This design comes from an exercise in tuning for small area on the open sky130 flow, not from production work. The RTL was checked by simulation tests, not by an equivalence proof against the original design. The flow treats the clock pin as an ideal source, which a real chip does not have. Power is estimated from default activity; no workload was simulated.

<file path="flow/flow/run.sh">
#!/bin/bash
# Layout flow: the standard ORFS flow, except that
# - the combinational logic of the standard synthesis is re-mapped by ABC for
#   area (the registers, their names and cell types are kept), and proven
#   equivalent to the standard netlist before it is used;
# - the clock tree is four buffers, one per quarter of the registers
#   (manual_cts.tcl), fed from the clock port through clock_tree_synthesis.
set -euo pipefail
W=$PWD
F=$W/flow
R=$W/orfs/results/$FLOW_PLATFORM/top/base
PD=$FLOW_HOME/platforms/$FLOW_PLATFORM
LIB=$(ls $PD/lib/sky130_fd_sc_hd__tt_025C_1v80.lib)

# 1. standard synthesis
bash standard.sh $R/1_2_yosys.v > synth_standard.log 2>&1
cp $R/1_2_yosys.v netlist_standard.v

# 2. re-map the combinational logic (sequential cells are black boxes)
DU=$(sed -n '/DONT_USE_CELLS/,/^$/p' $PD/config.mk | grep -o 'sky130_fd_sc_hd__[a-z0-9_]*' | sed 's/^/-dont_use /' | tr '\n' ' ')
BB=$(sed 's/^/setattr -mod -set blackbox 1 /' $F/seq_cells.txt)
cat > resyn.ys <<EOF
read_liberty -ignore_miss_func $LIB
$BB
read_verilog netlist_standard.v
hierarchy -top $FLOW_TOP
flatten
opt -full
abc -liberty $LIB $DU -script +strash;dch,-f;amap,-F,20,-A,40;strash;dch,-f;amap,-F,20,-A,40;strash;dch,-f;amap,-F,20,-A,40;topo
opt_clean -purge
stat -liberty $LIB
write_verilog -noattr -noexpr -nohex -nodec netlist_resyn.v
EOF
yosys -s resyn.ys > resyn.log 2>&1

# 3. prove the new netlist equivalent to the standard one
cat > equiv.ys <<EOF
read_liberty -ignore_miss_func $LIB
read_verilog netlist_standard.v
hierarchy -top $FLOW_TOP
rename $FLOW_TOP gold
flatten gold
design -stash goldd
read_liberty -ignore_miss_func $LIB
read_verilog netlist_resyn.v
hierarchy -top $FLOW_TOP
rename $FLOW_TOP gate
flatten gate
design -stash gated
design -copy-from goldd -as gold gold
design -copy-from gated -as gate gate
equiv_make gold gate equiv
hierarchy -top equiv
opt_clean
equiv_simple -seq 2
equiv_induct
equiv_status -assert
EOF
if yosys -s equiv.ys > equiv.log 2>&1; then
  cp netlist_resyn.v $R/1_2_yosys.v
  echo "re-mapped netlist proven equivalent; using it" > resyn_status.txt
else
  echo "equivalence not proven; keeping the standard netlist" > resyn_status.txt
fi

# 4. the rest of the standard flow
bash standard.sh "PRE_CTS_TCL=$F/manual_cts.tcl" "MANUAL_CTS_NET=clk" "BUFFER_PORTS_ARGS=-buffer_cell sky130_fd_sc_hd__buf_1" "MANUAL_CTS_LEAVES=8" "MANUAL_CTS_BUF=sky130_fd_sc_hd__clkbuf_8" "MANUAL_CTS_ROOT=sky130_fd_sc_hd__clkbuf_4" "CTS_ARGS=-clk_nets clk -buf_list sky130_fd_sc_hd__clkbuf_8 -dont_use_dummy_load" finish > flow_standard.log 2>&1
</file>
<file path="flow/flow/manual_cts.tcl">
# Sourced by ORFS's CTS step (PRE_CTS_TCL) before clock_tree_synthesis.
# Builds the clock tree by hand: the register clock pins are split into
# MANUAL_CTS_LEAVES groups by position (recursive halving, alternately by x
# and by y), each group is driven by one MANUAL_CTS_BUF buffer at the group's
# centre, and those buffers by one MANUAL_CTS_ROOT buffer at their centre,
# which is the clock port's only load. clock_tree_synthesis then finds the
# port's net already buffered and leaves it alone.
set block [ord::get_db_block]
set db [ord::get_db]
set clk_net [$block findNet $::env(MANUAL_CTS_NET)]
set leaf_master [$db findMaster $::env(MANUAL_CTS_BUF)]
set root_master [$db findMaster $::env(MANUAL_CTS_ROOT)]
set nleaves $::env(MANUAL_CTS_LEAVES)

set sinks {}
foreach it [$clk_net getITerms] {
  set loc [[$it getInst] getLocation]
  lappend sinks [list $it [lindex $loc 0] [lindex $loc 1]]
}
puts "manual_cts: [llength $sinks] sinks on [$clk_net getName]"

proc split_groups {groups idx} {
  set out {}
  foreach g $groups {
    set s [lsort -integer -index $idx $g]
    set h [expr {[llength $s] / 2}]
    lappend out [lrange $s 0 [expr {$h - 1}]] [lrange $s $h end]
  }
  return $out
}

set groups [list $sinks]
set idx 1
while {[llength $groups] < $nleaves} {
  set groups [split_groups $groups $idx]
  set idx [expr {3 - $idx}]
}

proc centre {items} {
  set sx 0
  set sy 0
  foreach s $items {
    set sx [expr {$sx + [lindex $s 1]}]
    set sy [expr {$sy + [lindex $s 2]}]
  }
  set n [llength $items]
  return [list [expr {$sx / $n}] [expr {$sy / $n}]]
}

set root_net [odb::dbNet_create $block "clknet_manual_root"]
$root_net setSigType CLOCK
set leaves {}
set k 0
foreach g $groups {
  lassign [centre $g] cx cy
  set buf [odb::dbInst_create $block $leaf_master "clkbuf_manual_$k"]
  set net [odb::dbNet_create $block "clknet_manual_$k"]
  $net setSigType CLOCK
  foreach s $g {
    set it [lindex $s 0]
    $it disconnect
    $it connect $net
  }
  [$buf findITerm A] connect $root_net
  [$buf findITerm X] connect $net
  $buf setLocation $cx $cy
  $buf setPlacementStatus PLACED
  lappend leaves [list $buf $cx $cy]
  puts "manual_cts: clkbuf_manual_$k drives [llength $g] sinks at ($cx, $cy)"
  incr k
}

lassign [centre $leaves] rx ry
set root [odb::dbInst_create $block $root_master "clkbuf_manual_root"]
[$root findITerm A] connect $clk_net
[$root findITerm X] connect $root_net
$root setLocation $rx $ry
$root setPlacementStatus PLACED
puts "manual_cts: clkbuf_manual_root drives $k buffers at ($rx, $ry)"
</file>
<file path="flow/flow/seq_cells.txt">
sky130_fd_sc_hd__dfbbn_1
sky130_fd_sc_hd__dfbbn_2
sky130_fd_sc_hd__dfbbp_1
sky130_fd_sc_hd__dfrbp_1
sky130_fd_sc_hd__dfrbp_2
sky130_fd_sc_hd__dfrtn_1
sky130_fd_sc_hd__dfrtp_1
sky130_fd_sc_hd__dfrtp_2
sky130_fd_sc_hd__dfrtp_4
sky130_fd_sc_hd__dfsbp_1
sky130_fd_sc_hd__dfsbp_2
sky130_fd_sc_hd__dfstp_1
sky130_fd_sc_hd__dfstp_2
sky130_fd_sc_hd__dfstp_4
sky130_fd_sc_hd__dfxbp_1
sky130_fd_sc_hd__dfxbp_2
sky130_fd_sc_hd__dfxtp_1
sky130_fd_sc_hd__dfxtp_2
sky130_fd_sc_hd__dfxtp_4
sky130_fd_sc_hd__dlclkp_1
sky130_fd_sc_hd__dlclkp_2
sky130_fd_sc_hd__dlclkp_4
sky130_fd_sc_hd__dlrbn_1
sky130_fd_sc_hd__dlrbn_2
sky130_fd_sc_hd__dlrbp_1
sky130_fd_sc_hd__dlrbp_2
sky130_fd_sc_hd__dlrtn_1
sky130_fd_sc_hd__dlrtn_2
sky130_fd_sc_hd__dlrtn_4
sky130_fd_sc_hd__dlrtp_1
sky130_fd_sc_hd__dlrtp_2
sky130_fd_sc_hd__dlrtp_4
sky130_fd_sc_hd__dlxbn_1
sky130_fd_sc_hd__dlxbn_2
sky130_fd_sc_hd__dlxbp_1
sky130_fd_sc_hd__dlxtn_1
sky130_fd_sc_hd__dlxtn_2
sky130_fd_sc_hd__dlxtn_4
sky130_fd_sc_hd__dlxtp_1
sky130_fd_sc_hd__edfxbp_1
sky130_fd_sc_hd__edfxtp_1
sky130_fd_sc_hd__lpflow_inputisolatch_1
sky130_fd_sc_hd__sdfbbn_1
sky130_fd_sc_hd__sdfbbn_2
sky130_fd_sc_hd__sdfbbp_1
sky130_fd_sc_hd__sdfrbp_1
sky130_fd_sc_hd__sdfrbp_2
sky130_fd_sc_hd__sdfrtn_1
sky130_fd_sc_hd__sdfrtp_1
sky130_fd_sc_hd__sdfrtp_2
sky130_fd_sc_hd__sdfrtp_4
sky130_fd_sc_hd__sdfsbp_1
sky130_fd_sc_hd__sdfsbp_2
sky130_fd_sc_hd__sdfstp_1
sky130_fd_sc_hd__sdfstp_2
sky130_fd_sc_hd__sdfstp_4
sky130_fd_sc_hd__sdfxbp_1
sky130_fd_sc_hd__sdfxbp_2
sky130_fd_sc_hd__sdfxtp_1
sky130_fd_sc_hd__sdfxtp_2
sky130_fd_sc_hd__sdfxtp_4
sky130_fd_sc_hd__sdlclkp_1
sky130_fd_sc_hd__sdlclkp_2
sky130_fd_sc_hd__sdlclkp_4
sky130_fd_sc_hd__sedfxbp_1
sky130_fd_sc_hd__sedfxbp_2
sky130_fd_sc_hd__sedfxtp_1
sky130_fd_sc_hd__sedfxtp_2
sky130_fd_sc_hd__sedfxtp_4
</file>
<file path="flow/standard.sh">
#!/bin/bash
# synth_recipe.tcl (not shown) runs the flow's synth.tcl, then flattens the netlist and writes it again
# the make line also repeats each setting of config.mk as NAME=value (left out here)
make -C /OpenROAD-flow-scripts/flow DESIGN_CONFIG=/design/flow/config.mk WORK_HOME=/design/flow/orfs CLKGATE_MAP_FILE= SYNTH_SCRIPT=/design/flow/synth_recipe.tcl "${@:-finish}"
</file>
<file path="flow/config.mk">
export PLATFORM = sky130hd
export DESIGN_NAME = top
export DESIGN_NICKNAME = top
export VERILOG_FILES = /design/flow/design.v
export SDC_FILE = /design/flow/constraint.sdc
export NUM_CORES = 4
export LEC_CHECK = 0
export CAP_MARGIN = 20
export CORE_MARGIN = 2
export CORE_UTILIZATION = 60
export PLACE_DENSITY = 0.75
export SLEW_MARGIN = 20
</file>
<file path="flow/constraint.sdc">
create_clock -name core_clock -period 12.0 [get_ports {clk}]
set_input_delay 2.4000 -clock core_clock [delete_from_list [all_inputs] [get_ports {clk}]]
set_output_delay 2.4000 -clock core_clock [all_outputs]
set_load 0.01 [all_outputs]
</file>
<file path="flow/design.v">
module baud_tick_gen(
	input clk, reset,
	output reg tick,
	output wrap);
reg [12:0] acc;
always @(posedge clk)
	if (reset) {tick, acc} <= 14'd0;
	else {tick, acc} <= {1'b0, acc} + 14'd2147;
assign wrap = (acc == 13'd6045);
endmodule
module uart_rx(
	input clk,
	input reset,
	input rx,
	input tick,               
	input shift,              
	output reg rx_ready,
	output reg [3:0] nib,     
	output is_nib,            
	output is_read            
);
localparam
	IDLE      = 4'b0000,
	BIT_START = 4'b0001,
	BIT7      = 4'b1111,
	BIT_STOP  = 4'b0010;
reg [3:0] rx_state;
reg [1:0] rx_sync;
always @(posedge clk) if (reset) rx_sync <= 2'b11; else if (tick) rx_sync <= {rx_sync[0], rx};
reg [1:0] filter_cnt;
reg rx_bit;
always @(posedge clk)
	if (reset) begin
		filter_cnt <= 2'b11;
		rx_bit <= 1'b1;
	end else if (tick) begin
		if ((rx_sync[1] == 1'b1) && (filter_cnt != 2'b11)) filter_cnt <= filter_cnt + 1'd1;
		if ((rx_sync[1] == 1'b0) && (filter_cnt != 2'b00)) filter_cnt <= filter_cnt - 1'd1;
		if (filter_cnt == 2'b11) rx_bit <= 1'b1;
		else if (filter_cnt == 2'b00) rx_bit <= 1'b0;
	end
reg [2:0] os_cnt;
always @(posedge clk) if (tick) os_cnt <= (rx_state == IDLE) ? 3'd0 : os_cnt + 1'd1;
wire sample_now = tick && (os_cnt == 3'd3);
always @(posedge clk)
	if (reset) rx_state <= IDLE; else
	case (rx_state)
		IDLE:      if (~rx_bit) rx_state <= BIT_START;
		BIT_START: if (sample_now) rx_state <= 4'b1000;
		BIT_STOP:  if (sample_now) rx_state <= IDLE;
		4'b1000, 4'b1001, 4'b1010, 4'b1011,
		4'b1100, 4'b1101, 4'b1110:
		           if (sample_now) rx_state <= rx_state + 1'b1;
		BIT7:      if (sample_now) rx_state <= BIT_STOP;
		default:   rx_state <= IDLE;
	endcase
reg hi_ok, d5;
always @(posedge clk) begin
	if ((sample_now && rx_state[3] && !rx_state[2]) || shift)
		nib <= {rx_bit, nib[3:1]};
	if (sample_now && rx_state[3] && rx_state[2])
		case (rx_state[1:0])
			2'd0: hi_ok <= !rx_bit;
			2'd1: d5 <= rx_bit;
			2'd2: hi_ok <= hi_ok && rx_bit;
			2'd3: hi_ok <= hi_ok && !rx_bit;
		endcase
end
assign is_nib = hi_ok && !d5;
assign is_read = hi_ok && d5 && nib == 4'hF;
always @(posedge clk)
	if (reset) rx_ready <= 1'b0;
	else rx_ready <= sample_now && (rx_state == BIT_STOP) && rx_bit;
endmodule
module uart_tx(
	input clk,
	input reset,
	input start,              
	input cont,               
	input [3:0] nib,          
	output load,              
	output active,
	output tx);
localparam
	IDLE  = 4'd0,
	STOP1 = 4'd2,
	STOP2 = 4'd3,
	G1    = 4'd4,
	G2    = 4'd5,
	G3    = 4'd6,
	START = 4'd7;    
reg [3:0] s;
reg [4:0] cnt;
reg first;                
wire bitstate = s[3] | (s == START) | (s == STOP1) | (s == STOP2);
wire short = (s == 4'd9) | (s == 4'd11) | (s == 4'd13) | (s == STOP1);
wire tick = (cnt == (short ? 5'd29 : 5'd30));
assign load = (s == G3);
assign active = (s != IDLE);
always @(posedge clk) begin
	cnt <= (bitstate && !tick) ? cnt + 1'b1 : 5'd0;    
	if (reset) begin
		s <= IDLE;
	end else begin
		case (s)
			IDLE:    if (start) s <= G2;
			G1:      s <= cont ? G2 : IDLE;
			G2:      s <= G3;
			G3:      s <= START;
			4'd15:   if (tick) s <= STOP1;
			STOP2:   if (tick) s <= G1;
			4'd1:    s <= IDLE;
			default: if (tick) s <= s + 1'b1;
		endcase
	end
	if (start) first <= 1;
	else if (s == G1) first <= 0;
end
wire dbit = s[2] ? (s[1:0] == 2'd2 && !first) : (first ? s[1:0] != 2'd3 : nib[s[1:0]]);
assign tx = s[3] ? dbit : (s != START);
endmodule
module control(
	input wire clk, reset,
	input wire uart_rx,
	output wire uart_tx,
	output wire wrap        
);
	wire rx_tick, rx_ready;
	wire [3:0] rx_nib;
	wire is_nib, is_read;
	wire ins_now;
	baud_tick_gen tickgen(.clk(clk), .reset(reset), .tick(rx_tick), .wrap(wrap));
	uart_rx uart_rx_i(
		.clk(clk), .reset(reset), .rx(uart_rx), .tick(rx_tick),
		.shift(ins_now), .rx_ready(rx_ready), .nib(rx_nib),
		.is_nib(is_nib), .is_read(is_read));
	reg [67:0] ring;
	reg [6:0] ph;
	reg clr, insp, insa;
	wire nib_rx = rx_ready && is_nib;
	wire ins_start = (insp || nib_rx) && (ph == 7'd64 || ph == 7'd30);
	assign ins_now = insa || ins_start;
	wire ins_hi = ins_now && ph > 7'd40;     
	wire ins_lo = ins_now && ph < 7'd40;     
	wire ins_end = insa && (ph == 7'd67 || ph == 7'd33);
	always @(posedge clk)
		ring <= {ins_hi ? rx_nib[0] : (ring[0] && !clr), ring[67:35],
		         ins_lo ? rx_nib[0] : ring[34], ring[33:1]};
	always @(posedge clk)
		if (reset) begin
			ph <= 0;
			clr <= 1;
			insp <= 0;
			insa <= 0;
		end else begin
			if (ph == 7'd67) begin
				ph <= ins_end ? 7'd4 : 7'd0;
				clr <= 0;
			end else if (ins_end)
				ph <= 7'd38;
			else
				ph <= ph + 1'b1;
			insa <= ins_now && !ins_end;
			insp <= (insp || nib_rx) && !ins_start;
		end
	wire start = rx_ready && is_read;
	wire load, active;
	wire [3:0] nib;
	wire [6:0] col;
	dut mul(
		.clk(clk), .start(start), .run(active), .load(load),
		.ph(ph), .ring(ring), .nib(nib), .i(col));
	uart_tx uart_tx_i(
		.clk(clk), .reset(reset), .start(start),
		.cont(col < 7'd75), .nib(nib),
		.load(load), .active(active), .tx(uart_tx));
endmodule
module dut(
	input clk,
	input start,               
	input run,                 
	input load,                
	input [6:0] ph,
	input [67:0] ring,
	output reg [3:0] nib,
	output reg [6:0] i         
);
	reg [5:0] acc;
	reg act, skip;
	wire [6:0] k = {1'b0, i[5:0]} - {1'b0, ph[5:0]};    
	wire valid = act && !i[6] && !k[6] && (k[5:0] <= 6'd29);
	wire [4:0] q = 5'd17 + i[5:1] - ph[4:0];         
	wire [63:0] rb = ring[65:2];
	wire pp = valid && ring[0] && rb[{q, i[0]}];
	wire col_end = act && (ph == 7'd35);
	wire sweep = ph == 7'd67;
	always @(posedge clk) begin
		if (start) begin
			i <= 0;
			acc <= 0;
			act <= 0;
		end else if (col_end) begin
			acc <= {1'b0, acc[5:1]};
			nib[i[1:0]] <= acc[0];
			i <= i + 1'b1;
			act <= 0;
		end else begin
			if (pp) acc <= acc + 1'b1;
			if (sweep) act <= run && !skip && !load;
		end
		if (sweep) skip <= 0;
		else if (load || start) skip <= 1;
	end
endmodule
module top(input clk, input gsrn, uart_rx, output uart_tx, output [3:0] led);
	wire wrap;
	reg reset;
	always @(posedge clk)
		reset <= !gsrn;
	control ctrl_i (
		.clk(clk),
		.reset(reset),
		.uart_rx(uart_rx),
		.uart_tx(uart_tx),
		.wrap(wrap)
	);
	reg [2:0] led_hi;
	always @(posedge clk)
		if (reset) led_hi <= 0;
		else if (wrap) led_hi <= led_hi + 1'b1;
	assign led = ~{reset, ~uart_tx, ~uart_rx, led_hi[2]};
endmodule
</file>
==> notes.md, run 1 <==
run status: complete, no violations
DRC violations left: 0
diode count: 0
slack of the worst reg-to-reg path: 8020 ps
1st-iter DRT viols: 194
Crit path buffers/inverters: 2
Die Footprint: 0.009578 mm2
number of buffers inserted by port buffering: 7
time the worst path needs with I/O delays and setup: 5037 ps
HPWL reported at the end of detailed placement: 6919 um
Crit path largest cell delay: 150 ps
worst endpoint data arrival time: 2640 ps
VDD IR-drop max: 121.1 uV
pin slew with the least headroom to its limit: 864.5 ps
Max Clock Skew: 8.824 ps
most common library cell in the layout ignoring fill and taps: dfxtp_1
# fillers: 749
number of nets in the layout: 611
total vias in the final route: 4228
Total Routing Usage GR: 20.44%
crit path max-delay cell type: buf_1
CTS clk-pin slew, worst paths: 100 ps
wire length of the first global-routing pass: 17250 um
layout cell share with drive strength beyond 1: 2.145%
Pins Over Slew Limit: 0
area added between synthesis and finish: 5.846%
relative slew slack: 42.29%
Routed Antenna Nets: 0
launching point of the worst reg2reg path: ctrl_i.ph[1]
post-synthesis instance area: 0.005286 mm2
count of synthesis-stage warnings from yosys: 6
Worst Hold End: ctrl_i.ring[66]
later-pin clock latency in the skew report: 490 ps
Resized cells post-CTS: 0
row cnt: 34
routability congestion estimate: 0.8777
unrepaired setup endpoints after global routing: no
die width: 97.87 um
Critical Path Start: uart_rx
Post-Syn Instances: 586
Min-Delay Path Class: register to register
initial cell density of the core: 61.21%
pin count of the biggest net entering global routing: 40
Final setup viols: 0
setup total negative slack: 0 ps
number of antenna violations at the first check in global routing: 0
Boundary Pins: 8
Largest delay share family, worst path: buffers and inverters
max capacitance violation total: 0
Routed Wire Length: 9835 um
Syn Nets: 589
DIE HEIGHT: 97.87 um
Pwr Density: 146.5 mW/mm2
critical path endpoint category: output port
hold path start: ctrl_i.ring[67]
core area: 0.008636 mm2
post-CTS setup-driven buffer insertion count: 0
iteration count of the initial detailed-routing pass: 5
crit path kind: primary input to output port
most used cells in the layout excluding fill and tap cells: dfxtp_1 (131), nor2_1 (82), clkinv_1 (81), o21ai_0 (48), o22ai_1 (39)
worst flop-to-flop path endpoint: ctrl_i.mul.acc[5]
average instance area after synthesis: 9.021 um2
final clock period utilization by the worst path: 41.97%
Design Area, Final: 0.005595 mm2
required arrival time at the worst endpoint: 9600 ps
sum of overflow across all layers after global routing: 0
Hold Violations, Final: 0
Static Leak: 1.878 nW
number of cells traversed by the worst hold path: 0
average wire per cell in the routed design: 13.77 um
Fmax: 198.5 MHz
quantity of hold-fixing buffers added after cts: 0
detail-routed via count per cell: 5.922
cell area after placement: 0.005478 mm2
kind of launch point of the worst setup path: primary input
maximum fanout along the worst path: 2
crit path cell chain: buf_1 > buf_1
Critical Path Most Common Cell: buf_1
worst-case reg-to-reg path depth: 23
via count of the first global-routing pass: 3883
[state kept, by name, summed over array words and instances (netlist names), 2 cells and up]
name and cells:
ctrl_i.ring 68, ctrl_i.tickgen.acc 13, ctrl_i.mul.i 7, ctrl_i.ph 7
ctrl_i.mul.acc 6, ctrl_i.uart_tx_i.cnt 5, ctrl_i.mul.nib 4, ctrl_i.uart_rx_i.nib 4
ctrl_i.uart_rx_i.rx_state 4, ctrl_i.uart_tx_i.s 4, ctrl_i.uart_rx_i.os_cnt 3, led_hi 3
ctrl_i.uart_rx_i.filter_cnt 2, ctrl_i.uart_rx_i.rx_sync 2
[where the power goes]
part	internal [mW]	switching, mW	leakage [nW]
clock network	0.0634	0.132	0.0621
registers	0.499	0.0158	1.18
logic	0.0399	0.0694	0.637
total	0.602	0.217	1.88
[stage by stage]
stage | worst slack (ps) | total power [mW] | std cells | utilization (%) | hold WS [ps]
after CTS | 6960 | 0.7817 | 714 | 64.79 | 314.7
final | 6963 | 0.8196 | 714 | 64.79 | 339.3
after detailed placement | 6963 | 0.6344 | 705 | 63.43 | 314.7
after global placement | 6958 | 0.6302 | 705 | 63.43 | 316.5
after floorplan | 7200 | 0.6104 | 586 | - | 309.6
after global routing | 6956 | 0.8609 | 714 | 64.79 | 342.4
[layout make-up]
type / instances / area (um2) / area share (%)
Sequential cell: 144 / 3013 / 53.85
Multi-Input combinational cell: 361 / 1969 / 35.20
Inverter: 81 / 304.0 / 5.434
Tap cell: 108 / 135.1 / 2.415
Buffer: 9 / 117.6 / 2.102
Timing Repair Buffer: 11 / 56.30 / 1.006
[worst max path at each step]
stage,end,depth (start not counted)
2_1_floorplan,led[1],0
3_3_place_gp,led[1],2
3_5_place_dp,led[1],2
4_1_cts,led[1],2
5_1_grt,led[1],2
6_report,led[1],2
[metal layers]
metal  part of all wire [%]  global-route usage, %  vias up
met2                     48                  36.35       95
met4                    2.4                  4.594        0
met5                      0                      0        -
met1                     45                  26.88     1954
met3                    4.6                  2.362       22
li1                       -                      -     2157
==> run 2, diff against run 1 <==
==> flow/flow/run.sh (replaced) <==
#!/bin/bash
# Layout flow: the standard ORFS flow, except that
# - the combinational logic of the standard synthesis is re-mapped by ABC for
#   area (the registers, their names and cell types are kept): several ABC
#   scripts are tried, the smallest result that is proven equivalent to the
#   standard netlist is used (else the standard netlist);
# - the clock tree is built by manual_cts.tcl: eight buffers, one per eighth
#   of the registers, fed by one root buffer on the clock port;
# - the port buffers are buf_1 cells.
# Each tool's output goes to a log file of its own in this folder.
set -euo pipefail
W=$PWD
F=$W/flow
R=$W/orfs/results/$FLOW_PLATFORM/top/base
PD=$FLOW_HOME/platforms/$FLOW_PLATFORM
LIB=$(ls $PD/lib/sky130_fd_sc_hd__tt_025C_1v80.lib)

# 1. standard synthesis
bash standard.sh $R/1_2_yosys.v > synth_standard.log 2>&1
cp $R/1_2_yosys.v netlist_standard.v

# 2. re-map the combinational logic (sequential cells are black boxes)
DU=$(sed -n '/DONT_USE_CELLS/,/^$/p' $PD/config.mk | grep -o 'sky130_fd_sc_hd__[a-z0-9_]*' | sed 's/^/-dont_use /' | tr '\n' ' ')
BB=$(sed 's/^/setattr -mod -set blackbox 1 /' $F/seq_cells.txt)
AMAP="dch,-f;amap,-F,30,-A,60;strash;dch,-f;amap,-F,30,-A,60;strash;dch,-f;amap,-F,30,-A,60;topo"
SCRIPTS=(
  "+strash;$AMAP"
  "+strash;&get,-n;&deepsyn,-T,30,-S,1;&put;$AMAP"
  "+strash;&get,-n;&deepsyn,-T,30,-S,7;&put;$AMAP"
  "+strash;&get,-n;&deepsyn,-T,30,-S,13;&put;$AMAP"
)
for n in "${!SCRIPTS[@]}"; do
  cat > resyn_$n.ys <<EOF
read_liberty -ignore_miss_func $LIB
$BB
read_verilog netlist_standard.v
hierarchy -top $FLOW_TOP
flatten
opt -full
abc -liberty $LIB $DU -script ${SCRIPTS[$n]}
opt_clean -purge
tee -o resyn_$n.stat stat -liberty $LIB
write_verilog -noattr -noexpr -nohex -nodec netlist_resyn_$n.v
EOF
  (timeout 600 yosys -s resyn_$n.ys > resyn_$n.log 2>&1 || true) &
done
wait

# candidates, smallest first
: > resyn_areas.txt
for n in "${!SCRIPTS[@]}"; do
  if [[ -s netlist_resyn_$n.v && -s resyn_$n.stat ]]; then
    echo "$(grep 'Chip area' resyn_$n.stat | awk '{print $NF}') $n" >> resyn_areas.txt
  fi
done
sort -n resyn_areas.txt -o resyn_areas.txt

# 3. use the smallest candidate proven equivalent to the standard netlist
echo "standard netlist kept" > resyn_status.txt
while read -r area n; do
  cat > equiv_$n.ys <<EOF
read_liberty -ignore_miss_func $LIB
read_verilog netlist_standard.v
hierarchy -top $FLOW_TOP
rename $FLOW_TOP gold
flatten gold
design -stash goldd
read_liberty -ignore_miss_func $LIB
read_verilog netlist_resyn_$n.v
hierarchy -top $FLOW_TOP
rename $FLOW_TOP gate
flatten gate
design -stash gated
design -copy-from goldd -as gold gold
design -copy-from gated -as gate gate
equiv_make gold gate equiv
hierarchy -top equiv
opt_clean
equiv_simple -seq 2
equiv_induct
equiv_status -assert
EOF
  if timeout 900 yosys -s equiv_$n.ys > equiv_$n.log 2>&1; then
    cp netlist_resyn_$n.v $R/1_2_yosys.v
    echo "candidate $n (area $area) proven equivalent; using it" > resyn_status.txt
    break
  fi
done < resyn_areas.txt

# 4. the rest of the standard flow, with the manual clock tree and buf_1 port buffers
bash standard.sh "PRE_CTS_TCL=$F/manual_cts.tcl" "MANUAL_CTS_NET=clk" \
  "BUFFER_PORTS_ARGS=-buffer_cell sky130_fd_sc_hd__buf_1" \
  "MANUAL_CTS_LEAVES=8" "MANUAL_CTS_BUF=sky130_fd_sc_hd__clkbuf_8" "MANUAL_CTS_ROOT=sky130_fd_sc_hd__clkbuf_4" \
  "CTS_ARGS=-clk_nets clk -buf_list sky130_fd_sc_hd__clkbuf_8 -dont_use_dummy_load" \
  finish > flow_standard.log 2>&1
--- a/flow/config.mk
+++ b/flow/config.mk
@@ -5,8 +5,9 @@
 export SDC_FILE = /design/flow/constraint.sdc
 export NUM_CORES = 4
 export LEC_CHECK = 0
-export CAP_MARGIN = 20
+export CAP_MARGIN = 5
 export CORE_MARGIN = 2
 export CORE_UTILIZATION = 60
+export GPL_TIMING_DRIVEN = 0
 export PLACE_DENSITY = 0.75
-export SLEW_MARGIN = 20
+export SLEW_MARGIN = 5
==> notes.md, run 2 <==
run status: complete, no violations
time the worst path needs with I/O delays and setup: 6467 ps (+1430 ps)
HPWL reported at the end of detailed placement: 6964 um (+0.65%)
final clock period utilization by the worst path: 53.89% (+12 points)
relative slew slack: 19.73% (-23 points)
Fmax: 154.6 MHz (-22%)
iteration count of the initial detailed-routing pass: 4 (-1)
crit path cell chain: clkinv_1 > o22ai_1 > clkinv_1 > o32ai_1 > clkinv_1 > a21oi_1 > nor4_2 > nor3_1 > clkinv_1 > o21ai_0 > o22ai_1 > o22a_1 > o221ai_1 > o2111ai_1 > nor2b_1 > nand2_1 > nor2_1 > nand2_1 > nor2_1 > nand2_1 > a221oi_1
Resized cells post-CTS: 0 (unchanged)
routability congestion estimate: 0.8676 (-1.2%)
wire length of the first global-routing pass: 16130 um (-6.5%)
Pint: 0.5657 mW (-6.1%)
Crit path buffers/inverters: 4 (+2)
net switching power: 0.1590 mW (-27%)
most used cells in the layout excluding fill and tap cells: dfxtp_1 (131), nor2_1 (71), clkinv_1 (58), o21ai_0 (50), nand2_1 (35)
DRC violations left: 0 (unchanged)
Hold Violations, Final: 0 (unchanged)
area taken by multi-input logic gates: 0.001859 mm2 (-5.6%)
DIE HEIGHT: 96.05 um (-1.9%)
total vias in the final route: 3894 (-7.9%)
diode count: 0 (unchanged)
Die Footprint: 0.009225 mm2 (-3.7%)
die width: 96.05 um (-1.9%)
area added between synthesis and finish: 5.685%
Critical Path Most Common Cell: clkinv_1
utilization after layout: 65.39% (+0.59 points)
Static Leak: 1.840 nW (-2.1%)
maximum fanout along the worst path: 13 (+11)
1st-iter DRT viols: 206 (+6.2%)
Critical Path Start: ctrl_i.ph[2]
Crit path depth: 21 (+19)
register with the most flip-flops: ctrl_i.ring
Pwr Density: 134.9 mW/mm2 (-7.9%)
post-synthesis instance area: 0.005084 mm2 (-3.8%)
core area: 0.008217 mm2 (-4.9%)
share of total power consumed by net switching: 21.94% (-4.6 points)
detail-routed via count per cell: 5.856 (-1.1%)
crit path kind: register to register
register share of total power: 68.3% (+5.5 points)
quantity of hold-fixing buffers added after cts: 0 (unchanged)
later-pin clock latency in the skew report: 480 ps (about the same)
Post-Syn Instances: 543 (-7.3%)
Clock Power Share: 26.7% (+2.9 points)
worst flop-to-flop path endpoint: ctrl_i.mul.acc[5]
most common library cell in the layout ignoring fill and taps: dfxtp_1
Largest delay share family, worst path: compound AO/OA/AOI/OAI gates
# fillers: 691 (-7.7%)
via count of the first global-routing pass: 3558 (-8.4%)
average instance area after synthesis: 9.362 um2 (+3.8%)
worst-case reg-to-reg path depth: 21 (-8.7%)
unrepaired setup endpoints after global routing: no
slack of the worst reg-to-reg path: 5530 ps (-2490 ps)
count of synthesis-stage warnings from yosys: 6 (unchanged)
Boundary Pins: 8 (unchanged)
Pins Over Slew Limit: 0 (unchanged)
number of nets in the layout: 565 (-7.5%)
combinational power share: 4.9% (-8.4 points)
Total Routing Usage GR: 21.30% (+0.86 points)
worst endpoint data arrival time: 6850 ps (+4210 ps)
post-CTS setup-driven buffer insertion count: 0 (unchanged)
number of buffers inserted by port buffering: 7 (unchanged)
VDD IR-drop max: 111.1 uV (-8.3%)
initial cell density of the core: 61.87% (+0.66 points)
average wire per cell in the routed design: 14.35 um (+4.2%)
Routed Antenna Nets: 0 (unchanged)
Routed Wire Length: 9543 um (-3.0%)
Syn Nets: 546 (-7.3%)
sum of overflow across all layers after global routing: 0 (unchanged)
required arrival time at the worst endpoint: 12390 ps (+2790 ps)
number of antenna violations at the first check in global routing: 0 (unchanged)
row cnt: 33 (-2.9%)
kind of launch point of the worst setup path: register
critical path endpoint category: register
Final setup viols: 0 (unchanged)
layout cell share with drive strength beyond 1: 1.964% (-0.18 points)
Min-Delay Path Class: register to register
launching point of the worst reg2reg path: ctrl_i.ph[2]
setup total negative slack: 0 ps (unchanged)
max capacitance violation total: 0 (unchanged)
Critical Path End: ctrl_i.mul.acc[5]
pin slew with the least headroom to its limit: 1195 ps (+330.3 ps)
Max Clock Skew: 5.748 ps (-3.076 ps)
max FFs per register: 68 (unchanged)
Crit path largest cell delay: 970 ps (+820 ps)
FF+latch area: 0.003013 mm2 (unchanged)
pin count of the biggest net entering global routing: 29 (-28%)
crit path max-delay cell type: nor3_1
largest registers: ctrl_i.ring (68), ctrl_i.tickgen.acc (13)
CTS clk-pin slew, worst paths: 100 ps (about the same)
run 2: through the flow:
| step | hold slack (ps) | total power, mW | area, um2 | cells | setup slack (ps) |
|---|---|---|---|---|---|
| 3_3_place_gp | 313.1 | 0.5397 | 5241 | 655 | 4839 |
| 6_report | 337.2 | 0.7246 | 5373 | 665 | 5533 |
| 3_5_place_dp | 315.0 | 0.5423 | 5255 | 656 | 5625 |
| 2_1_floorplan | 309.6 | 0.5314 | 5084 | 543 | 6636 |
| 5_1_grt | 344.7 | 0.7516 | 5373 | 665 | 4799 |
| 4_1_cts | 315.0 | 0.6891 | 5373 | 665 | 5673 |
run 2: routing by layer:
metal | vias to the layer above | routed length [um] | share of wire, % | global-route usage, %
li1 | 2007 | - | - | -
met1 | 1808 | 4593 | 48 | 30.13
met2 | 70 | 4438 | 47 | 36.40
met3 | 9 | 381 | 4.0 | 2.114
met4 | 0 | 129 | 1.4 | 2.976
met5 | - | 0 | 0 | 0
run 2: power by group through the flow:
stage          logic, mW  clock network, mW  registers (mW)
6_report          0.0359              0.194           0.495
5_1_grt           0.0410              0.214           0.497
4_1_cts           0.0359              0.147           0.506
3_5_place_dp      0.0358                  0           0.506
3_3_place_gp      0.0336                  0           0.506
2_1_floorplan     0.0267                  0           0.505
run 2: cell type report:
class | instances | area share [%]
inverters | 58 | 4.052
multi-input cells | 341 | 34.61
well taps | 105 | 2.445
flip-flops and latches | 144 | 56.08
repair buffers | 8 | 0.6288
plain buffers | 9 | 2.189
run 2: worst min-delay path by stage:
stage / slack (ps) / end / start / cells after the start
6_report: 340 / ctrl_i.ring[0] / ctrl_i.ring[1] / 0
5_1_grt: 340 / ctrl_i.ring[0] / ctrl_i.ring[1] / 0
4_1_cts: 310 / ctrl_i.ring[65] / ctrl_i.ring[66] / 0
3_5_place_dp: 310 / ctrl_i.ring[65] / ctrl_i.ring[66] / 0
3_3_place_gp: 310 / ctrl_i.ring[66] / ctrl_i.ring[67] / 0
2_1_floorplan: 310 / ctrl_i.ring[0] / ctrl_i.ring[1] / 0
==> run 3, diff against run 2 <==
--- a/flow/design.v
+++ b/flow/design.v
@@ -13,7 +13,11 @@
 	input reset,
 	input rx,
 	input tick,               
+	input [2:0] os_cnt,       
+	output [2:0] os_next,
 	input shift,              
+	input [3:0] wr,           
+	input wr_bit,
 	output reg rx_ready,
 	output reg [3:0] nib,     
 	output is_nib,            
@@ -39,8 +43,7 @@
 		if (filter_cnt == 2'b11) rx_bit <= 1'b1;
 		else if (filter_cnt == 2'b00) rx_bit <= 1'b0;
 	end
-reg [2:0] os_cnt;
-always @(posedge clk) if (tick) os_cnt <= (rx_state == IDLE) ? 3'd0 : os_cnt + 1'd1;
+assign os_next = tick ? ((rx_state == IDLE) ? 3'd0 : os_cnt + 1'd1) : os_cnt;
 wire sample_now = tick && (os_cnt == 3'd3);
 always @(posedge clk)
 	if (reset) rx_state <= IDLE; else
@@ -55,9 +58,13 @@
 		default:   rx_state <= IDLE;
 	endcase
 reg hi_ok, d5;
+integer b;
 always @(posedge clk) begin
 	if ((sample_now && rx_state[3] && !rx_state[2]) || shift)
 		nib <= {rx_bit, nib[3:1]};
+	else
+		for (b = 0; b < 4; b = b + 1)
+			if (wr[b]) nib[b] <= wr_bit;
 	if (sample_now && rx_state[3] && rx_state[2])
 		case (rx_state[1:0])
 			2'd0: hi_ok <= !rx_bit;
@@ -80,6 +87,8 @@
 	input [3:0] nib,          
 	output load,              
 	output active,
+	input [4:0] cnt,          
+	output [4:0] cnt_next,
 	output tx);
 localparam
 	IDLE  = 4'd0,
@@ -90,15 +99,14 @@
 	G3    = 4'd6,
 	START = 4'd7;    
 reg [3:0] s;
-reg [4:0] cnt;
 reg first;                
 wire bitstate = s[3] | (s == START) | (s == STOP1) | (s == STOP2);
 wire short = (s == 4'd9) | (s == 4'd11) | (s == 4'd13) | (s == STOP1);
 wire tick = (cnt == (short ? 5'd29 : 5'd30));
 assign load = (s == G3);
+assign cnt_next = (bitstate && !tick) ? cnt + 1'b1 : 5'd0;    
 assign active = (s != IDLE);
 always @(posedge clk) begin
-	cnt <= (bitstate && !tick) ? cnt + 1'b1 : 5'd0;    
 	if (reset) begin
 		s <= IDLE;
 	end else begin
@@ -129,10 +137,19 @@
 	wire [3:0] rx_nib;
 	wire is_nib, is_read;
 	wire ins_now;
+	wire [3:0] nib_wr;
+	wire nib_bit;
 	baud_tick_gen tickgen(.clk(clk), .reset(reset), .tick(rx_tick), .wrap(wrap));
+	reg [4:0] cnt;
+	wire [2:0] os_next;
+	wire [4:0] cnt_next;
+	wire active;
+	always @(posedge clk) cnt <= active ? cnt_next : {cnt_next[4:3], os_next};
 	uart_rx uart_rx_i(
 		.clk(clk), .reset(reset), .rx(uart_rx), .tick(rx_tick),
-		.shift(ins_now), .rx_ready(rx_ready), .nib(rx_nib),
+		.os_cnt(cnt[2:0]), .os_next(os_next),
+		.shift(ins_now), .wr(nib_wr), .wr_bit(nib_bit),
+		.rx_ready(rx_ready), .nib(rx_nib),
 		.is_nib(is_nib), .is_read(is_read));
 	reg [67:0] ring;
 	reg [6:0] ph;
@@ -164,16 +181,16 @@
 			insp <= (insp || nib_rx) && !ins_start;
 		end
 	wire start = rx_ready && is_read;
-	wire load, active;
-	wire [3:0] nib;
+	wire load;
 	wire [6:0] col;
 	dut mul(
 		.clk(clk), .start(start), .run(active), .load(load),
-		.ph(ph), .ring(ring), .nib(nib), .i(col));
+		.ph(ph), .ring(ring), .nib_wr(nib_wr), .nib_bit(nib_bit), .i(col));
 	uart_tx uart_tx_i(
 		.clk(clk), .reset(reset), .start(start),
-		.cont(col < 7'd75), .nib(nib),
-		.load(load), .active(active), .tx(uart_tx));
+		.cont(col < 7'd75), .nib(rx_nib),
+		.load(load), .active(active),
+		.cnt(cnt), .cnt_next(cnt_next), .tx(uart_tx));
 endmodule
 module dut(
 	input clk,
@@ -182,7 +199,8 @@
 	input load,                
 	input [6:0] ph,
 	input [67:0] ring,
-	output reg [3:0] nib,
+	output [3:0] nib_wr,       
+	output nib_bit,
 	output reg [6:0] i         
 );
 	reg [5:0] acc;
@@ -194,6 +212,8 @@
 	wire pp = valid && ring[0] && rb[{q, i[0]}];
 	wire col_end = act && (ph == 7'd35);
 	wire sweep = ph == 7'd67;
+	assign nib_wr = {4{col_end}} & (4'b0001 << i[1:0]);
+	assign nib_bit = acc[0];
 	always @(posedge clk) begin
 		if (start) begin
 			i <= 0;
@@ -201,7 +221,6 @@
 			act <= 0;
 		end else if (col_end) begin
 			acc <= {1'b0, acc[5:1]};
-			nib[i[1:0]] <= acc[0];
 			i <= i + 1'b1;
 			act <= 0;
 		end else begin
==> notes.md, run 3 <==
Crit path buffers/inverters: 2 (-2)
Routed Antenna Nets: 0 (unchanged)
unrepaired setup endpoints after global routing: no
VDD IR-drop max: 149.1 uV (+34%)
Largest delay share family, worst path: buffers and inverters
number of buffers inserted by port buffering: 7 (unchanged)
die width: 94.55 um (-1.6%)
critical path endpoint category: output port
number of antenna violations at the first check in global routing: 0 (unchanged)
count of synthesis-stage warnings from yosys: 6 (unchanged)
combinational power share: 12.6% (+7.7 points)
share of total power consumed by net switching: 26.39% (+4.5 points)
worst flop-to-flop path endpoint: ctrl_i.mul.acc[5]
post-synthesis instance area: 0.004920 mm2 (-3.2%)
Static Leak: 1.771 nW (-3.8%)
diode count: 0 (unchanged)
time the worst path needs with I/O delays and setup: 5035 ps (-1431 ps)
HPWL reported at the end of detailed placement: 7063 um (+1.4%)
average instance area after synthesis: 8.994 um2 (-3.9%)
Clock Power Share: 23.9% (-2.8 points)
Hold Violations, Final: 0 (unchanged)
Critical Path Most Common Cell: buf_1
Layout Cells excl Fill: 668 (+0.45%)
Final setup viols: 0 (unchanged)
later-pin clock latency in the skew report: 470 ps (about the same)
total vias in the final route: 3945 (+1.3%)
DRC violations left: 0 (unchanged)
via count of the first global-routing pass: 3709 (+4.2%)
Pwr Density: 152.5 mW/mm2 (+13%)
# fillers: 700 (+1.3%)
Worst Hold End: ctrl_i.ring[65]
crit path max-delay cell type: buf_1
required arrival time at the worst endpoint: 9600 ps (-2790 ps)
post-CTS setup-driven buffer insertion count: 0 (unchanged)
final clock period utilization by the worst path: 41.96% (-12 points)
layout cell share with drive strength beyond 1: 1.599% (-0.37 points)
utilization after layout: 64.19% (-1.2 points)
register share of total power: 63.5% (-4.8 points)
Routed Wire Length: 9848 um (+3.2%)
initial cell density of the core: 60.79% (-1.1 points)
max FFs per register: 68 (unchanged)
setup total negative slack: 0 ps (unchanged)
Fmax: 198.6 MHz (+28%)
Crit path largest cell delay: 150 ps (-820 ps)
run status: complete, no violations
detail-routed via count per cell: 5.906 (+0.85%)
Total Routing Usage GR: 22.31% (+1.0 points)
Die Footprint: 0.008940 mm2 (-3.1%)
DIE HEIGHT: 94.55 um (-1.6%)
CTS clk-pin slew, worst paths: 110 ps (about the same)
Min-Delay Path Class: register to register
most common library cell in the layout ignoring fill and taps: dfxtp_1
iteration count of the initial detailed-routing pass: 4 (unchanged)
Max Clock Skew: 18.01 ps (+12.26 ps)
hold path start: ctrl_i.ring[66]
row cnt: 33 (unchanged)
Pint: 0.5833 mW (+3.1%)
slack of the worst reg-to-reg path: 7490 ps (+1960 ps)
crit path cell chain: buf_1 > buf_1
area added between synthesis and finish: 5.595% (about the same)
pin count of the biggest net entering global routing: 35 (+21%)
Pins Over Slew Limit: 0 (unchanged)
worst-case reg-to-reg path depth: 16 (-24%)
Boundary Pins: 8 (unchanged)
max capacitance violation total: 0 (unchanged)
pin slew with the least headroom to its limit: 1229 ps (+34.61 ps)
launching point of the worst reg2reg path: ctrl_i.ph[1]
number of nets in the layout: 568 (+0.53%)
largest registers: ctrl_i.ring (68), ctrl_i.tickgen.acc (13)
relative slew slack: 17.92% (-1.8 points)
quantity of hold-fixing buffers added after cts: 0 (unchanged)
Syn Nets: 550 (+0.73%)
wire length of the first global-routing pass: 16620 um (+3.1%)
Placed Cells incl. Taps: 659 (+0.46%)
routability congestion estimate: 0.8698 (+0.25%)
average wire per cell in the routed design: 14.74 um (+2.7%)
net switching power: 0.2091 mW (+32%)
core area: 0.008093 mm2 (-1.5%)
maximum fanout along the worst path: 2 (-11)
Resized cells post-CTS: 0 (unchanged)
Post-Syn Instances: 547 (+0.74%)
sum of overflow across all layers after global routing: 0 (unchanged)
number of cells traversed by the worst hold path: 0 (unchanged)
most used cells in the layout excluding fill and tap cells: dfxtp_1 (128), clkinv_1 (79), nor2_1 (69), o21ai_0 (47), o22ai_1 (41)
worst endpoint data arrival time: 2640 ps (-4210 ps)
crit path kind: primary input to output port
1st-iter DRT viols: 206 (unchanged)
register with the most flip-flops: ctrl_i.ring
kind of launch point of the worst setup path: primary input
run 3: changes by cell type in the layout (fill, tap and decap cells not counted), moves of 4 or more:
cell      before  now
a221o_1        5    0
a22oi_1       14    4
clkinv_1      58   79
edfxtp_1      13    9
nand2_1       35   24
nand3_1       20    5
nor3_1        26   33
nor4_1         1    8
o21a_1         3    7
o221ai_1       4    8
o22a_1         4    0
o22ai_1       19   41
run 3: layout make-up:
class	count	area [um2]	share of cell area [%]
plain buffers	9	117.6	2.264
inverters	79	296.5	5.708
multi-input cells	331	1790	34.47
flip-flops and latches	137	2833	54.53
well taps	105	131.4	2.529
repair buffers	7	26.28	0.5058
run 3: routing by layer:
| layer | GRT usage, % | part of all wire (%) |
|---|---|---|
| met2 | 41.01 | 49 |
| met5 | 0 | 0 |
| met3 | 2.314 | 5.0 |
| met1 | 29.06 | 44 |
| met4 | 3.261 | 1.5 |
run 3: worst max-delay path by stage:
| stage | from | to | slack [ps] | cells past startpoint |
|---|---|---|---|---|
| 6_report | uart_rx | led[1] | 6960 | 2 |
| 5_1_grt | reset | led[3] | 6890 | 2 |
| 4_1_cts | uart_rx | led[1] | 6960 | 2 |
| 3_5_place_dp | uart_rx | led[1] | 6960 | 2 |
| 3_3_place_gp | uart_rx | led[1] | 6960 | 2 |
| 2_1_floorplan | uart_rx | led[1] | 7200 | 0 |
run 3: power by group through the flow:
stage | registers (mW) | clock network, mW | logic, mW
floorplan | 0.508 | 0 | 0.0788
global placement | 0.513 | 0 | 0.0959
detailed placement | 0.514 | 0 | 0.0989
CTS | 0.514 | 0.143 | 0.0995
global route | 0.508 | 0.211 | 0.113
finish | 0.503 | 0.189 | 0.100
run 3: per-stage QoR:
| stage | total power, mW | cell area (um2) | setup slack, ps | hold WS, ps |
|---|---|---|---|---|
| 4_1_cts | 0.7565 | 5195 | 6961 | 315.3 |
| 6_report | 0.7924 | 5195 | 6965 | 337.1 |
| 3_3_place_gp | 0.6089 | 5077 | 6962 | 312.8 |
| 3_5_place_dp | 0.6125 | 5077 | 6963 | 317.1 |
| 2_1_floorplan | 0.5870 | 4920 | 7200 | 309.6 |
| 5_1_grt | 0.8314 | 5195 | 6886 | 343.8 |
==> run 4, diff against run 3 <==
--- a/flow/flow/run.sh
+++ b/flow/flow/run.sh
@@ -28,8 +28,13 @@
   "+strash;&get,-n;&deepsyn,-T,30,-S,1;&put;$AMAP"
   "+strash;&get,-n;&deepsyn,-T,30,-S,7;&put;$AMAP"
   "+strash;&get,-n;&deepsyn,-T,30,-S,13;&put;$AMAP"
+  "+strash;&get,-n;&deepsyn,-T,30,-S,1;&put;dc2;$AMAP"
+  "+strash;&get,-n;&deepsyn,-T,30,-S,3;&put;dc2;$AMAP"
+  "+strash;&get,-n;&deepsyn,-T,30,-S,5;&put;$AMAP"
+  "+strash;&get,-n;&deepsyn,-T,30,-S,9;&put;dc2;$AMAP"
 )
 for n in "${!SCRIPTS[@]}"; do
+  if (( n > 0 && n % NUM_CORES == 0 )); then wait; fi
   cat > resyn_$n.ys <<EOF
 read_liberty -ignore_miss_func $LIB
 $BB
==> notes.md, run 4 <==
Die Footprint: 0.008913 mm2 (-0.30%)
worst-case reg-to-reg path depth: 17 (+1)
number of buffers inserted by port buffering: 7 (unchanged)
Pins Over Slew Limit: 0 (unchanged)
average instance area after synthesis: 8.967 um2 (-0.31%)
crit path cell chain: buf_1 > buf_1
DIE HEIGHT: 94.41 um (-0.15%)
Design Area, Final: 0.005182 mm2 (-0.24%)
Pwr Density: 148.4 mW/mm2 (-2.7%)
row cnt: 32 (-3.0%)
Post-Syn Instances: 547 (unchanged)
Crit path buffers/inverters: 2 (unchanged)
Boundary Pins: 8 (unchanged)
max FFs per register: 68 (unchanged)
number of antenna violations at the first check in global routing: 0 (unchanged)
iteration count of the initial detailed-routing pass: 5 (+1)
1st-iter DRT viols: 166 (-19%)
crit path max-delay cell type: buf_1
Fmax: 198.4 MHz (about the same)
via count of the first global-routing pass: 3470 (-6.4%)
Largest delay share family, worst path: buffers and inverters
HPWL reported at the end of detailed placement: 6787 um (-3.9%)
critical path endpoint category: output port
pin count of the biggest net entering global routing: 35 (unchanged)
maximum fanout along the worst path: 2 (unchanged)
area added between synthesis and finish: 5.663% (about the same)
quantity of hold-fixing buffers added after cts: 0 (unchanged)
crit path kind: primary input to output port
total vias in the final route: 3880 (-1.6%)
number of nets in the layout: 568 (unchanged)
max capacitance violation total: 0 (unchanged)
cell area after placement: 0.005065 mm2 (-0.25%)
routability congestion estimate: 0.9006 (+3.5%)
wire length of the first global-routing pass: 15990 um (-3.8%)
number of cells traversed by the worst hold path: 0 (unchanged)
Hold Violations, Final: 0 (unchanged)
setup total negative slack: 0 ps (unchanged)
Hold Slack: 334.0 ps (-3.072 ps)
utilization after layout: 66.38% (+2.2 points)
Critical Path Most Common Cell: buf_1
later-pin clock latency in the skew report: 460 ps (about the same)
Max Clock Skew: 13.38 ps (-4.627 ps)
most used cells in the layout excluding fill and tap cells: dfxtp_1 (128), nor2_1 (83), clkinv_1 (76), o21ai_0 (44), o22ai_1 (44)
Critical Path Start: uart_rx
post-synthesis instance area: 0.004905 mm2 (-0.31%)
initial cell density of the core: 62.82% (+2.0 points)
core area: 0.007807 mm2 (-3.5%)
Syn Nets: 550 (unchanged)
Min-Delay Path Class: register to register
register with the most flip-flops: ctrl_i.ring
slack of the worst reg-to-reg path: 7740 ps (+250 ps)
Total Routing Usage GR: 21.54% (-0.76 points)
largest registers: ctrl_i.ring (68), ctrl_i.tickgen.acc (13)
layout cell share with drive strength beyond 1: 1.776% (+0.18 points)
CTS clk-pin slew, worst paths: 90 ps (-20 ps)
worst endpoint data arrival time: 2640 ps (about the same)
detail-routed via count per cell: 5.835 (-1.2%)
worst flop-to-flop path endpoint: ctrl_i.mul.acc[5]
count of synthesis-stage warnings from yosys: 6 (unchanged)
Static Leak: 1.791 nW (+1.2%)
Worst Hold End: ctrl_i.ring[65]
Resized cells post-CTS: 0 (unchanged)
required arrival time at the worst endpoint: 9600 ps (about the same)
most common library cell in the layout ignoring fill and taps: dfxtp_1
die width: 94.41 um (-0.15%)
relative slew slack: 19.76% (+1.8 points)
Routed Wire Length: 9363 um (-4.9%)
time the worst path needs with I/O delays and setup: 5039 ps (+3.660 ps)
VDD IR-drop max: 165.2 uV (+11%)
post-CTS setup-driven buffer insertion count: 0 (unchanged)
pin slew with the least headroom to its limit: 1202 ps (-27.48 ps)
average wire per cell in the routed design: 14.08 um (-4.5%)
DRC violations left: 0 (unchanged)
diode count: 0 (unchanged)
run status: complete, no violations
launching point of the worst reg2reg path: ctrl_i.ph[1]
hold path start: ctrl_i.ring[66]
kind of launch point of the worst setup path: primary input
Crit path largest cell delay: 150 ps (about the same)
unrepaired setup endpoints after global routing: no
sum of overflow across all layers after global routing: 0 (unchanged)
final clock period utilization by the worst path: 41.99% (about the same)
Final setup viols: 0 (unchanged)
Routed Antenna Nets: 0 (unchanged)
run 4: how the worst max path moves through the flow:
stage                     cells past startpoint  slack [ps]  endpoint
final                                         2        6960    led[1]
after global routing                          2        6900    led[1]
after CTS                                     2        6960    led[1]
after detailed placement                      2        6960    led[1]
after global placement                        2        6960    led[1]
after floorplan                               0        7200    led[1]
run 4: power by group:
part           leakage (nW)  total (mW)  internal, mW  switching (mW)
sequential             1.12       0.500         0.479          0.0214
clock                0.0621       0.186        0.0635           0.122
combinational         0.614      0.0825        0.0315          0.0510
total                  1.79       0.769         0.574           0.195
run 4: through the flow:
step / power, mW / setup WS, ps / instances
finish: 0.7688 / 6961 / 665
global route: 0.8066 / 6905 / 665
CTS: 0.7366 / 6957 / 665
detailed placement: 0.5929 / 6957 / 656
global placement: 0.5894 / 6955 / 656
floorplan: 0.5711 / 7200 / 547
run 4: area by class of cell:
class                           count  area (um2)
Tap cell                          102       127.6
Inverter                           76       285.3
Multi-Input combinational cell    334        1793
Fill cell                         660        2625
Timing Repair Buffer                7       26.28
Buffer                              9       117.6
Sequential cell                   137        2833
run 4: per-layer routing:
layer  part of all wire, %  track usage (%)  vias to the layer above
li1                      -                -                     1996
met1                    50            31.78                     1802
met2                    45            35.00                       71
met3                   3.4            2.235                       11
met4                   1.6            3.986                        0
met5                     0                0                        -
==> run 5, diff against run 4 <==
--- a/flow/flow/run.sh
+++ b/flow/flow/run.sh
@@ -23,16 +23,14 @@
 DU=$(sed -n '/DONT_USE_CELLS/,/^$/p' $PD/config.mk | grep -o 'sky130_fd_sc_hd__[a-z0-9_]*' | sed 's/^/-dont_use /' | tr '\n' ' ')
 BB=$(sed 's/^/setattr -mod -set blackbox 1 /' $F/seq_cells.txt)
 AMAP="dch,-f;amap,-F,30,-A,60;strash;dch,-f;amap,-F,30,-A,60;strash;dch,-f;amap,-F,30,-A,60;topo"
-SCRIPTS=(
-  "+strash;$AMAP"
-  "+strash;&get,-n;&deepsyn,-T,30,-S,1;&put;$AMAP"
-  "+strash;&get,-n;&deepsyn,-T,30,-S,7;&put;$AMAP"
-  "+strash;&get,-n;&deepsyn,-T,30,-S,13;&put;$AMAP"
-  "+strash;&get,-n;&deepsyn,-T,30,-S,1;&put;dc2;$AMAP"
-  "+strash;&get,-n;&deepsyn,-T,30,-S,3;&put;dc2;$AMAP"
-  "+strash;&get,-n;&deepsyn,-T,30,-S,5;&put;$AMAP"
-  "+strash;&get,-n;&deepsyn,-T,30,-S,9;&put;dc2;$AMAP"
-)
+SCRIPTS=("+strash;$AMAP")
+for seed in 1 3 5 7 9 11 13 15 17 19 21; do
+  if (( seed % 4 == 1 )); then
+    SCRIPTS+=("+strash;&get,-n;&deepsyn,-T,30,-S,$seed;&put;dc2;$AMAP")
+  else
+    SCRIPTS+=("+strash;&get,-n;&deepsyn,-T,30,-S,$seed;&put;$AMAP")
+  fi
+done
 for n in "${!SCRIPTS[@]}"; do
   if (( n > 0 && n % NUM_CORES == 0 )); then wait; fi
   cat > resyn_$n.ys <<EOF
==> notes.md, run 5 <==
relative slew slack: 19.76% (unchanged)
average instance area after synthesis: 8.967 um2 (unchanged)
Final setup viols: 0 (unchanged)
number of antenna violations at the first check in global routing: 0 (unchanged)
critical path endpoint category: output port
worst endpoint data arrival time: 2640 ps (about the same)
pin slew with the least headroom to its limit: 1202 ps (unchanged)
final clock period utilization by the worst path: 41.99% (unchanged)
Largest delay share family, worst path: buffers and inverters
sum of overflow across all layers after global routing: 0 (unchanged)
max FFs per register: 68 (unchanged)
quantity of hold-fixing buffers added after cts: 0 (unchanged)
initial cell density of the core: 62.82% (unchanged)
required arrival time at the worst endpoint: 9600 ps (about the same)
Pwr Density: 148.4 mW/mm2 (unchanged)
1st-iter DRT viols: 166 (unchanged)
time the worst path needs with I/O delays and setup: 5039 ps (unchanged)
Resized cells post-CTS: 0 (unchanged)
most common library cell in the layout ignoring fill and taps: dfxtp_1
count of synthesis-stage warnings from yosys: 6 (unchanged)
smallest setup slack after layout: 6961 ps (unchanged)
Routed Wire Length: 9363 um (unchanged)
total vias in the final route: 3880 (unchanged)
layout cell share with drive strength beyond 1: 1.776% (unchanged)
Critical Path Most Common Cell: buf_1
number of buffers inserted by port buffering: 7 (unchanged)
Max Clock Skew: 13.38 ps (unchanged)
Crit path largest cell delay: 150 ps (about the same)
Die Footprint: 0.008913 mm2 (unchanged)
largest registers: ctrl_i.ring (68), ctrl_i.tickgen.acc (13)
hold path start: ctrl_i.ring[66]
average wire per cell in the routed design: 14.08 um (unchanged)
Routed Antenna Nets: 0 (unchanged)
VDD IR-drop max: 165.2 uV (unchanged)
Boundary Pins: 8 (unchanged)
# fillers: 660 (unchanged)
Critical Path Start: uart_rx
Fmax: 198.4 MHz (unchanged)
most used cells in the layout excluding fill and tap cells: dfxtp_1 (128), nor2_1 (83), clkinv_1 (76), o21ai_0 (44), o22ai_1 (44)
crit path max-delay cell type: buf_1
kind of launch point of the worst setup path: primary input
Total Routing Usage GR: 21.54% (unchanged)
maximum fanout along the worst path: 2 (unchanged)
wire length of the first global-routing pass: 15990 um (unchanged)
Crit path buffers/inverters: 2 (unchanged)
number of nets in the layout: 568 (unchanged)
crit path cell chain: buf_1 > buf_1
setup total negative slack: 0 ps (unchanged)
Hold Violations, Final: 0 (unchanged)
Syn Nets: 550 (unchanged)
worst setup slack after placement: 6957 ps (unchanged)
slack of the worst reg-to-reg path: 7740 ps (about the same)
Min-Delay Path Class: register to register
max capacitance violation total: 0 (unchanged)
post-synthesis instance area: 0.004905 mm2 (unchanged)
via count of the first global-routing pass: 3470 (unchanged)
utilization after layout: 66.38% (unchanged)
area added between synthesis and finish: 5.663% (unchanged)
iteration count of the initial detailed-routing pass: 5 (unchanged)
post-CTS setup-driven buffer insertion count: 0 (unchanged)
diode count: 0 (unchanged)
pin count of the biggest net entering global routing: 35 (unchanged)
register with the most flip-flops: ctrl_i.ring
Static Leak: 1.791 nW (unchanged)
core area: 0.007807 mm2 (unchanged)
routability congestion estimate: 0.9006 (unchanged)
CTS clk-pin slew, worst paths: 90 ps (about the same)
Pins Over Slew Limit: 0 (unchanged)
later-pin clock latency in the skew report: 460 ps (about the same)
row cnt: 32 (unchanged)
die width: 94.41 um (unchanged)
HPWL reported at the end of detailed placement: 6787 um (unchanged)
DRC violations left: 0 (unchanged)
DIE HEIGHT: 94.41 um (unchanged)
unrepaired setup endpoints after global routing: no
detail-routed via count per cell: 5.835 (unchanged)
crit path kind: primary input to output port
launching point of the worst reg2reg path: ctrl_i.ph[1]
run status: complete, no violations
Post-Syn Instances: 547 (unchanged)
## run 5: report_power, final
part | total (mW) | leakage [nW] | internal, mW | switching [mW]
sequential | 0.500 | 1.12 | 0.479 | 0.0214
clock | 0.186 | 0.0621 | 0.0635 | 0.122
combinational | 0.0825 | 0.614 | 0.0315 | 0.0510
## run 5: worst reg2reg max path: cells and delay by family, from the launching register on
kind	cells	cell delay (ps)
simple gates	8	920
flops	1	470
buf+inv	3	910
compound gates	6	1860
## run 5: per-stage QoR
step	hold WS (ps)	area (um2)	cells	power (mW)
2_1_floorplan	309.6	4905	547	0.5711
3_3_place_gp	313.5	5059	656	0.5894
5_1_grt	347.9	5182	665	0.8066
3_5_place_dp	317.1	5065	656	0.5929
6_report	334.0	5182	665	0.7688
4_1_cts	317.9	5182	665	0.7366
## run 5: final timing paths
kind,endpoint,cells after the start
max,led[1],2
min,ctrl_i.ring[65],0
max reg2reg,ctrl_i.mul.acc[5],17
min reg2reg,ctrl_i.ring[65],0
## run 5: cell type report
| type | instances | area, um2 | share of cell area, % |
|---|---|---|---|
| plain buffers | 9 | 117.6 | 2.269 |
| inverters | 76 | 285.3 | 5.505 |
| multi-input cells | 334 | 1793 | 34.60 |
| flip-flops and latches | 137 | 2833 | 54.66 |
| well taps | 102 | 127.6 | 2.463 |
| repair buffers | 7 | 26.28 | 0.5070 |
## run 5: metal layers
metal	track usage, %	routed length, um	up-vias
met3	2.235	321	11
met5	0	0	-
met1	31.78	4664	1802
met4	3.986	148	0
li1	-	-	1996
met2	35.00	4228	71

-- re-timing with driven ports --
In the flow no input, the clock included, has a driving cell. The finished layouts below were timed again as built, in two steps. Step 1 (the two cells are an assumption about what drives the block):
set clk [get_ports {clk}]
set_driving_cell -lib_cell sky130_fd_sc_hd__clkbuf_16 $clk
set_driving_cell -lib_cell sky130_fd_sc_hd__buf_2 [delete_from_list [all_inputs] $clk]
Step 2 adds t to the input delays and takes it off the output delays; t is the mean of the earliest and latest rising clock arrival at the registers after step 1. Input paths then give back, and output paths get back, about the clock's delay inside the block. Slacks: ideal / step 1 / step 2; pairs: ideal / step 1.
| run | shift t [ns] | setup slack, ns | worst setup path after step 2 | worst register clock-pin slew, ns | pins driven straight from the clock port |
|---|---|---|---|---|---|
| run 1 | 0.516 | 6.963 / 6.941 / 6.941 | input to output | 0.11 / 0.11 | 1 |
| run 2 | 0.506 | 5.533 / 5.533 / 5.533 | register to register | 0.10 / 0.10 | 1 |
| run 3 | 0.488 | 6.965 / 6.943 / 6.943 | input to output | 0.11 / 0.11 | 1 |
| run 4 | 0.476 | 6.961 / 6.935 / 6.935 | input to output | 0.11 / 0.11 | 1 |
| run 5 | 0.476 | 6.961 / 6.935 / 6.935 | input to output | 0.11 / 0.11 | 1 |
After both steps setup and hold are still met in every run listed.
